Source: an optimization exercise on an open RTL-to-GDS flow (aim: small area, a short achievable clock period and few clock cycles per item). Production flows keep margins and buffers that such runs may drop. In this exercise RTL edits were held to simulation tests only and were not proved equivalent to the original.

==> job 1351: inputs <==
## aiGo
module aiGo(reset,clk,humanIn,enable,AIOut,finish,x,y);
input wire clk,enable;
input wire reset;
input wire [224:0] humanIn;
output wire [224:0] AIOut;
output wire finish;
output reg [3:0] x,y;
reg [224:0] AI;
reg fin, fin_o, firstIn;    
reg [4:0] ph;             
reg [4:0] wc;             
assign AIOut = AI;
assign finish = fin_o;
reg [134:0] Wh, Wa;       
reg [8:0] Wv;             
reg [14:0] nh, na;
integer k;
always @* begin
  nh = 15'd0; na = 15'd0;
  for (k = 5; k < 15; k = k + 1)
    if (ph + 5'd4 == k) begin
      nh = humanIn[k*15 +: 15];
      na = AI[k*15 +: 15];
    end
end
wire nv = (ph <= 5'd10);
reg [3:0] krow;
wire [134:0] E;
genvar gj;
generate for (gj = 0; gj < 135; gj = gj + 1) begin : gE
  assign E[gj] = ~Wh[gj] & ~Wa[gj] & Wv[gj/15];
end endgenerate
wire [2:0] fAa0, fHa0;
judgeChessForm jAa0(.o({Wa[64], Wa[63], Wa[62], Wa[61], 1'b0, 1'b0, 1'b0, 1'b0}), .e({E[64], E[63], E[62], E[61], 1'b0, 1'b0, 1'b0, 1'b0}), .t(fAa0));
judgeChessForm jHa0(.o({Wh[64], Wh[63], Wh[62], Wh[61], 1'b0, 1'b0, 1'b0, 1'b0}), .e({E[64], E[63], E[62], E[61], 1'b0, 1'b0, 1'b0, 1'b0}), .t(fHa0));
wire [2:0] fAb0, fHb0;
judgeChessForm jAb0(.o({Wa[120], Wa[105], Wa[90], Wa[75], Wa[45], Wa[30], Wa[15], Wa[0]}), .e({E[120], E[105], E[90], E[75], E[45], E[30], E[15], E[0]}), .t(fAb0));
judgeChessForm jHb0(.o({Wh[120], Wh[105], Wh[90], Wh[75], Wh[45], Wh[30], Wh[15], Wh[0]}), .e({E[120], E[105], E[90], E[75], E[45], E[30], E[15], E[0]}), .t(fHb0));
wire [2:0] fAc0, fHc0;
judgeChessForm jAc0(.o({Wa[124], Wa[108], Wa[92], Wa[76], 1'b0, 1'b0, 1'b0, 1'b0}), .e({E[124], E[108], E[92], E[76], 1'b0, 1'b0, 1'b0, 1'b0}), .t(fAc0));
judgeChessForm jHc0(.o({Wh[124], Wh[108], Wh[92], Wh[76], 1'b0, 1'b0, 1'b0, 1'b0}), .e({E[124], E[108], E[92], E[76], 1'b0, 1'b0, 1'b0, 1'b0}), .t(fHc0));
wire [2:0] fAd0, fHd0;
  ...
export LEC_CHECK = 0
export ABC_CLOCK_PERIOD_IN_PS = 3500
export CAP_MARGIN = 35
export CORE_MARGIN = 2
export CORE_UTILIZATION = 35
export PLACE_DENSITY = 0.5
export SLEW_MARGIN = 35
create_clock -name core_clock -period 14.0 [get_ports {clk}]
standard.sh (not shown) runs the stock make flow with config.mk's settings and CLKGATE_MAP_FILE= SYNTH_SCRIPT=/design/flow/synth_recipe.tcl, a recipe that flattens the netlist after the stock synthesis.
==> flow/flow/run.sh <==
#!/bin/bash
# Layout flow: the standard ORFS flow (standard.sh) with two changes.
#  1. Synthesis is the standard flow's synthesis script unchanged, except that Yosys's final
#     technology mapping call (abc) uses flow/abc.script, an area-oriented ABC
#     script, in place of ORFS's. Registers are untouched: abc maps only the
#     combinational logic, after dfflibmap. ADDER_MAP_FILE is left empty, so
#     adders stay plain gates for ABC instead of being extracted into adder cells.
#  2. Timing repair (repair_timing, in floorplan, CTS and global routing) aims
#     for SETUP_SLACK_MARGIN ns of setup slack at the design's clock period.
# The SDC, the clock period and every other setting are the standard flow's.
# Each tool's full output: orfs/logs/... (per ORFS step) and flow_make.log here.
set -euo pipefail
W=$(pwd)
MARGIN=$(cat "$W/flow/margin.txt")
{
  echo 'proc abc {args} {'
  echo '  set i [lsearch -exact $args -script]'
  echo "  if {\$i >= 0} { lset args [expr {\$i + 1}] {$W/flow/abc.script} }"
  echo '  yosys abc {*}$args'
  echo '}'
  cat "$W/synth_recipe.tcl"
} > "$W/flow_synth.tcl"
bash "$W/standard.sh" SYNTH_SCRIPT="$W/flow_synth.tcl" ADDER_MAP_FILE= SETUP_SLACK_MARGIN="$MARGIN" finish > "$W/flow_make.log" 2>&1
==> flow/flow/abc.script <==
strash
dch -f
amap
topo
stime -c
buffer -c
upsize -c
dnsize -c
stime -c
==> flow/flow/margin.txt <==
8.3
==> job 4247 (differences from job 1351) <==
==> flow/flow/abc.script (replaced) <==
strash
dch -f
amap
topo
==> flow/flow/margin.txt (replaced) <==
8.0
--- a/flow/config.mk
+++ b/flow/config.mk
@@ -7,3 +7,2 @@
 export LEC_CHECK = 0
-export ABC_CLOCK_PERIOD_IN_PS = 3500
 export CAP_MARGIN = 35
==> job 3302 (differences from job 1351) <==
==> flow/flow/abc.script (replaced) <==
strash
dch -f
amap
topo
==> flow/flow/margin.txt (replaced) <==
8.0
==> flow/config.mk (replaced) <==
export PLATFORM = sky130hd
export DESIGN_NAME = aiGo
export DESIGN_NICKNAME = aiGo
export VERILOG_FILES = /design/flow/design.v
export SDC_FILE = /design/flow/constraint.sdc
export NUM_CORES = 4
export LEC_CHECK = 0
export CAP_MARGIN = 20
export CORE_MARGIN = 2
export CORE_UTILIZATION = 45
export PLACE_DENSITY = 0.6
export SLEW_MARGIN = 20
==> run_results.csv <==
group,metric,value,unit
critical_path,crit_end,"kfH[172]",
routing,wl_met3,149,mm
clock_network,post-cts-setup-buffers,1,
run_status,status,"finished clean",
grt,grt_use_total,48.0,%
Source of the figures above: job 4247

==> run_results.csv <==
group,metric,value,unit
timing,drv_slew,95,
run_status,check-failures,"max-capacitance violations, max-slew violations",
floorplanning,fp-row-count,196,
clock_network,post-cts-setup-buffers,2,
job,maxCapViolCount,9,
routing,wl_met3,168,mm
grt,grt_use_total,57.3,%
run_status,status,"failed layout checks",
Source of the figures above: job 3302

==> run_results.csv <==
group,metric,value,unit
floorplanning,core,379000,sq um
run_status,status,"finished clean",
routing,wl_met3,135,mm
cells_and_area,comb.multi_input.count,17200,
clock_network,clkTransAtPathRegs,0.06,ns
grt,grt_use_total,46.7,%
critical_path,crit_end,"kfA[103]",
Source of the figures above: job 1351

Testbench counts of job 1351, summed over its fixed seeds: cycles 27,392, moves 1,472.
Testbench counts of job 4247, summed over its fixed seeds: cycles 27,392, moves 1,472.
Testbench counts of job 3302, summed over its fixed seeds: cycles 27,392, moves 1,472.

-- port drivers added, routing unchanged --
In the flow no input, the clock included, has a driving cell. The finished layouts below were timed again as built, in two steps.
Step 1: set_driving_cell puts a clkbuf_16 on clk and a buf_2 on each other input, an assumption about the parent block.
Step 2 also shifts input and output timing later by t, the mid clock arrival at the registers, as if the neighbouring blocks saw the same clock.
Three values: no drivers, after step 1, after step 2; two values: the first two.
run | t, ns | setup slack, ns | hold WS [ns]
job 1351 | 1.083 | 8.323 / 8.323 / 7.873 | 0.334 / 0.334 / 0.334
job 4247 | 1.034 | 7.719 / 7.719 / 7.719 | 0.325 / 0.325 / 0.325
job 3302 | 1.031 | 7.516 / 7.516 / 7.340 | 0.328 / 0.328 / 0.328
For job 1351, which loses most, drivers alone change the setup slack by 0.000 ns; drivers and shift together by -0.450 ns.
